This design comes from an exercise in tuning for small area on the open sky130 flow, not from production work.
Function was checked by simulation only, so behaviour that the tests miss may differ from the original.

Design Cordic, start of the top module:
module Cordic(clk,rst,phase_step,xin,yin,xout,yout);
input clk;
input rst;
input signed [31:0] phase_step;
input signed [15:0] xin,yin;
output signed [21:0] xout,yout;
reg [31:0] phase_acc;
wire [31:0] ap_s;
wire ap_c1;
FA ap_f0 (.a(phase_acc[0]), .b(phase_step[0]), .c(1'b0), .s(ap_s[0]), .co(ap_c1));
wire ap_c2;
FA ap_f1 (.a(phase_acc[1]), .b(phase_step[1]), .c(ap_c1), .s(ap_s[1]), .co(ap_c2));
wire ap_c3;
FA ap_f2 (.a(phase_acc[2]), .b(phase_step[2]), .c(ap_c2), .s(ap_s[2]), .co(ap_c3));
wire ap_c4;
FA ap_f3 (.a(phase_acc[3]), .b(phase_step[3]), .c(ap_c3), .s(ap_s[3]), .co(ap_c4));
wire ap_c5;
FA ap_f4 (.a(phase_acc[4]), .b(phase_step[4]), .c(ap_c4), .s(ap_s[4]), .co(ap_c5));
wire ap_z5;
wire ap_k6;
HA ap_h5 (.a(phase_acc[5]), .b(phase_step[5]), .s(ap_z5), .co(ap_k6));
wire ap_u6;
HA ap_hi5 (.a(ap_z5), .b(ap_c5), .s(ap_s[5]), .co(ap_u6));
wire ap_z6;
wire ap_k7;
FA ap_f6 (.a(phase_acc[6]), .b(phase_step[6]), .c(ap_k6), .s(ap_z6), .co(ap_k7));
wire ap_T6 = ap_z5;
wire ap_u7;
  ...
==> flow/config.mk <==
export PLATFORM = sky130hd
export DESIGN_NAME = Cordic
export DESIGN_NICKNAME = Cordic
export VERILOG_FILES = /design/flow/design.v
export SDC_FILE = /design/flow/constraint.sdc
export NUM_CORES = 4
export LEC_CHECK = 0
export CAP_MARGIN = 20
export CORE_MARGIN = 2
export CORE_UTILIZATION = 70
export CTS_CLUSTER_DIAMETER = 90
export CTS_CLUSTER_SIZE = 30
export SLEW_MARGIN = 20
export SYNTH_HIERARCHICAL = 1
export SYNTH_MINIMUM_KEEP_SIZE = 0
==> flow/constraint.sdc <==
create_clock -name core_clock -period 5.0 [get_ports {clk}]
set_input_delay 1.0000 -clock core_clock [delete_from_list [all_inputs] [get_ports {clk}]]
set_output_delay 1.0000 -clock core_clock [all_outputs]
set_load 0.01 [all_outputs]
standard.sh (not shown) runs the stock make flow with config.mk's settings and CLKGATE_MAP_FILE= SYNTH_SCRIPT=/design/flow/synth_recipe.tcl, a recipe that flattens the netlist after the stock synthesis.
==> flow/flow/run.sh <==
#!/bin/bash
# The standard layout (the standard.sh, standard synthesis) with one change to how cells
# are sized: the synthesis buffers are removed at floorplan instead of running the
# floorplan-stage timing repair on the unplaced netlist. ORFS writes each step's full log
# under orfs/logs; make's own output goes to flow_make.log here.
set -euo pipefail
bash standard.sh REMOVE_ABC_BUFFERS=1 finish > flow_make.log 2>&1
Next try:
==> flow/run.sh (new file) <==
#!/bin/bash
# synth_recipe.tcl (not shown) runs the flow's synth.tcl, then flattens the netlist and writes it again
# the make line also repeats each setting of config.mk as NAME=value (left out here)
make -C /OpenROAD-flow-scripts/flow DESIGN_CONFIG=/design/flow/config.mk WORK_HOME=/design/flow/orfs CLKGATE_MAP_FILE= SYNTH_SCRIPT=/design/flow/synth_recipe.tcl finish
removed: flow/flow/run.sh
removed: flow/standard.sh
Result:
- The new run finished clean
- utilization stays flat
- flip-flop and latch count stays the same
- synthesized area is unchanged


Cordic again, from the RTL that the note above started with.
Design Cordic, start of the top module:
module Cordic(clk,rst,phase_step,xin,yin,xout,yout);
input clk;
input rst;
input signed [31:0] phase_step;
input signed [15:0] xin,yin;
output signed [21:0] xout,yout;
reg [31:0] phase_acc;
wire [31:0] ap_s;
wire ap_c1;
FA ap_f0 (.a(phase_acc[0]), .b(phase_step[0]), .c(1'b0), .s(ap_s[0]), .co(ap_c1));
wire ap_c2;
FA ap_f1 (.a(phase_acc[1]), .b(phase_step[1]), .c(ap_c1), .s(ap_s[1]), .co(ap_c2));
wire ap_c3;
FA ap_f2 (.a(phase_acc[2]), .b(phase_step[2]), .c(ap_c2), .s(ap_s[2]), .co(ap_c3));
wire ap_c4;
FA ap_f3 (.a(phase_acc[3]), .b(phase_step[3]), .c(ap_c3), .s(ap_s[3]), .co(ap_c4));
wire ap_c5;
FA ap_f4 (.a(phase_acc[4]), .b(phase_step[4]), .c(ap_c4), .s(ap_s[4]), .co(ap_c5));
wire ap_z5;
wire ap_k6;
HA ap_h5 (.a(phase_acc[5]), .b(phase_step[5]), .s(ap_z5), .co(ap_k6));
wire ap_u6;
HA ap_hi5 (.a(ap_z5), .b(ap_c5), .s(ap_s[5]), .co(ap_u6));
wire ap_z6;
wire ap_k7;
FA ap_f6 (.a(phase_acc[6]), .b(phase_step[6]), .c(ap_k6), .s(ap_z6), .co(ap_k7));
wire ap_T6 = ap_z5;
wire ap_u7;
HA ap_hi6 (.a(ap_z6), .b(ap_u6), .s(ap_s[6]), .co(ap_u7));
wire ap_z7;
wire ap_k8;
FA ap_f7 (.a(phase_acc[7]), .b(phase_step[7]), .c(ap_k7), .s(ap_z7), .co(ap_k8));
wire ap_T7 = ap_T6 & ap_z6;
XO ap_x7 (.a(ap_z7), .b(ap_u7), .y(ap_s[7]));
wire ap_z8;
wire ap_k9;
FA ap_f8 (.a(phase_acc[8]), .b(phase_step[8]), .c(ap_k8), .s(ap_z8), .co(ap_k9));
wire ap_T8 = ap_T7 & ap_z7;
wire ap_u8 = ap_c5 & ap_T8;
wire ap_u9;
HA ap_hi8 (.a(ap_z8), .b(ap_u8), .s(ap_s[8]), .co(ap_u9));
wire ap_z9;
wire ap_k10;
FA ap_f9 (.a(phase_acc[9]), .b(phase_step[9]), .c(ap_k9), .s(ap_z9), .co(ap_k10));
wire ap_T9 = ap_T8 & ap_z8;
wire ap_u10;
HA ap_hi9 (.a(ap_z9), .b(ap_u9), .s(ap_s[9]), .co(ap_u10));
wire ap_z10;
wire ap_k11;
FA ap_f10 (.a(phase_acc[10]), .b(phase_step[10]), .c(ap_k10), .s(ap_z10), .co(ap_k11));
wire ap_T10 = ap_T9 & ap_z9;
  ...
make LEC_CHECK=0 CAP_MARGIN=20 CORE_MARGIN=2 CORE_UTILIZATION=80 CTS_CLUSTER_DIAMETER=80 CTS_CLUSTER_SIZE=25 SLEW_MARGIN=20 SYNTH_HIERARCHICAL=1 SYNTH_MINIMUM_KEEP_SIZE=0 finish   # period 5.0 ns
run.sh (not shown) runs the stock make flow with config.mk's settings and CLKGATE_MAP_FILE= SYNTH_SCRIPT=/design/flow/synth_recipe.tcl, a recipe that flattens the netlist after the stock synthesis.
Stock flow here: none of the scripts above is used.
Next try:
==> flow/flow/run.sh (new file) <==
#!/bin/bash
# The standard layout (the standard.sh, standard synthesis) with two changes to how
# cells are sized: the synthesis buffers are removed at floorplan instead of running the
# floorplan-stage timing repair on the unplaced netlist, and after global routing cells on
# paths with positive slack are downsized again (RECOVER_POWER). ORFS writes each step's
# full log under orfs/logs; make's own output goes to flow_make.log here.
set -euo pipefail
bash standard.sh REMOVE_ABC_BUFFERS=1 RECOVER_POWER=100 finish > flow_make.log 2>&1
==> flow/standard.sh (new file) <==
#!/bin/bash
# synth_recipe.tcl (not shown) runs the flow's synth.tcl, then flattens the netlist and writes it again
# the make line also repeats each setting of config.mk as NAME=value (left out here)
make -C /OpenROAD-flow-scripts/flow DESIGN_CONFIG=/design/flow/config.mk WORK_HOME=/design/flow/orfs CLKGATE_MAP_FILE= SYNTH_SCRIPT=/design/flow/synth_recipe.tcl "${@:-finish}"
--- a/flow/config.mk
+++ b/flow/config.mk
@@ -8,7 +8,7 @@
 export CAP_MARGIN = 20
 export CORE_MARGIN = 2
-export CORE_UTILIZATION = 80
-export CTS_CLUSTER_DIAMETER = 80
-export CTS_CLUSTER_SIZE = 25
+export CORE_UTILIZATION = 70
+export CTS_CLUSTER_DIAMETER = 90
+export CTS_CLUSTER_SIZE = 30
 export SLEW_MARGIN = 20
 export SYNTH_HIERARCHICAL = 1
removed: flow/run.sh
=> Now the flow completed and failed the layout checks on capacitance limit, slew limit. Fmax went up slightly. Hold slack got worse by 0.0030 ns. Via count fell by a few percent. Global-route usage went down by 6.4 points. Register-to-register slack improved by 0.04 ns.

## re-timing with driven ports
The flow's constraints put no driver on any port. The routed layouts listed below were extracted and timed again, unchanged, in two steps.
Step 1 (the two cells are an assumption about what drives the block):
set clk [get_ports {clk}]
set_driving_cell -lib_cell sky130_fd_sc_hd__clkbuf_16 $clk
set_driving_cell -lib_cell sky130_fd_sc_hd__buf_2 [delete_from_list [all_inputs] $clk]
Step 2 also shifts input and output timing later by t, the mid clock arrival at the registers, as if the neighbouring blocks saw the same clock.
Slacks: ideal / step 1 / step 2; pairs: ideal / step 1.
| run | t (ns) | slack for setup (ns) | hold slack, ns | slew at the worst register clock pin (ns) |
|---|---|---|---|---|
| the first run of note 1 | 0.758 | 0.132 / 0.132 / -0.554 | 0.333 / 0.333 / 0.333 | 0.11 / 0.11 |
| the second run of note 1 | 0.768 | 0.148 / 0.148 / -0.540 | 0.336 / 0.336 / 0.336 | 0.12 / 0.12 |
| the first run of note 2 | 0.707 | 0.094 / 0.094 / -0.479 | 0.335 / 0.335 / 0.335 | 0.11 / 0.11 |
| the second run of note 2 | 0.760 | 0.137 / 0.137 / -0.563 | 0.332 / 0.332 / 0.332 | 0.11 / 0.11 |
The setup slack of the second run of note 2, which loses most, moves by 0.000 ns with the drivers and by -0.700 ns with both steps.
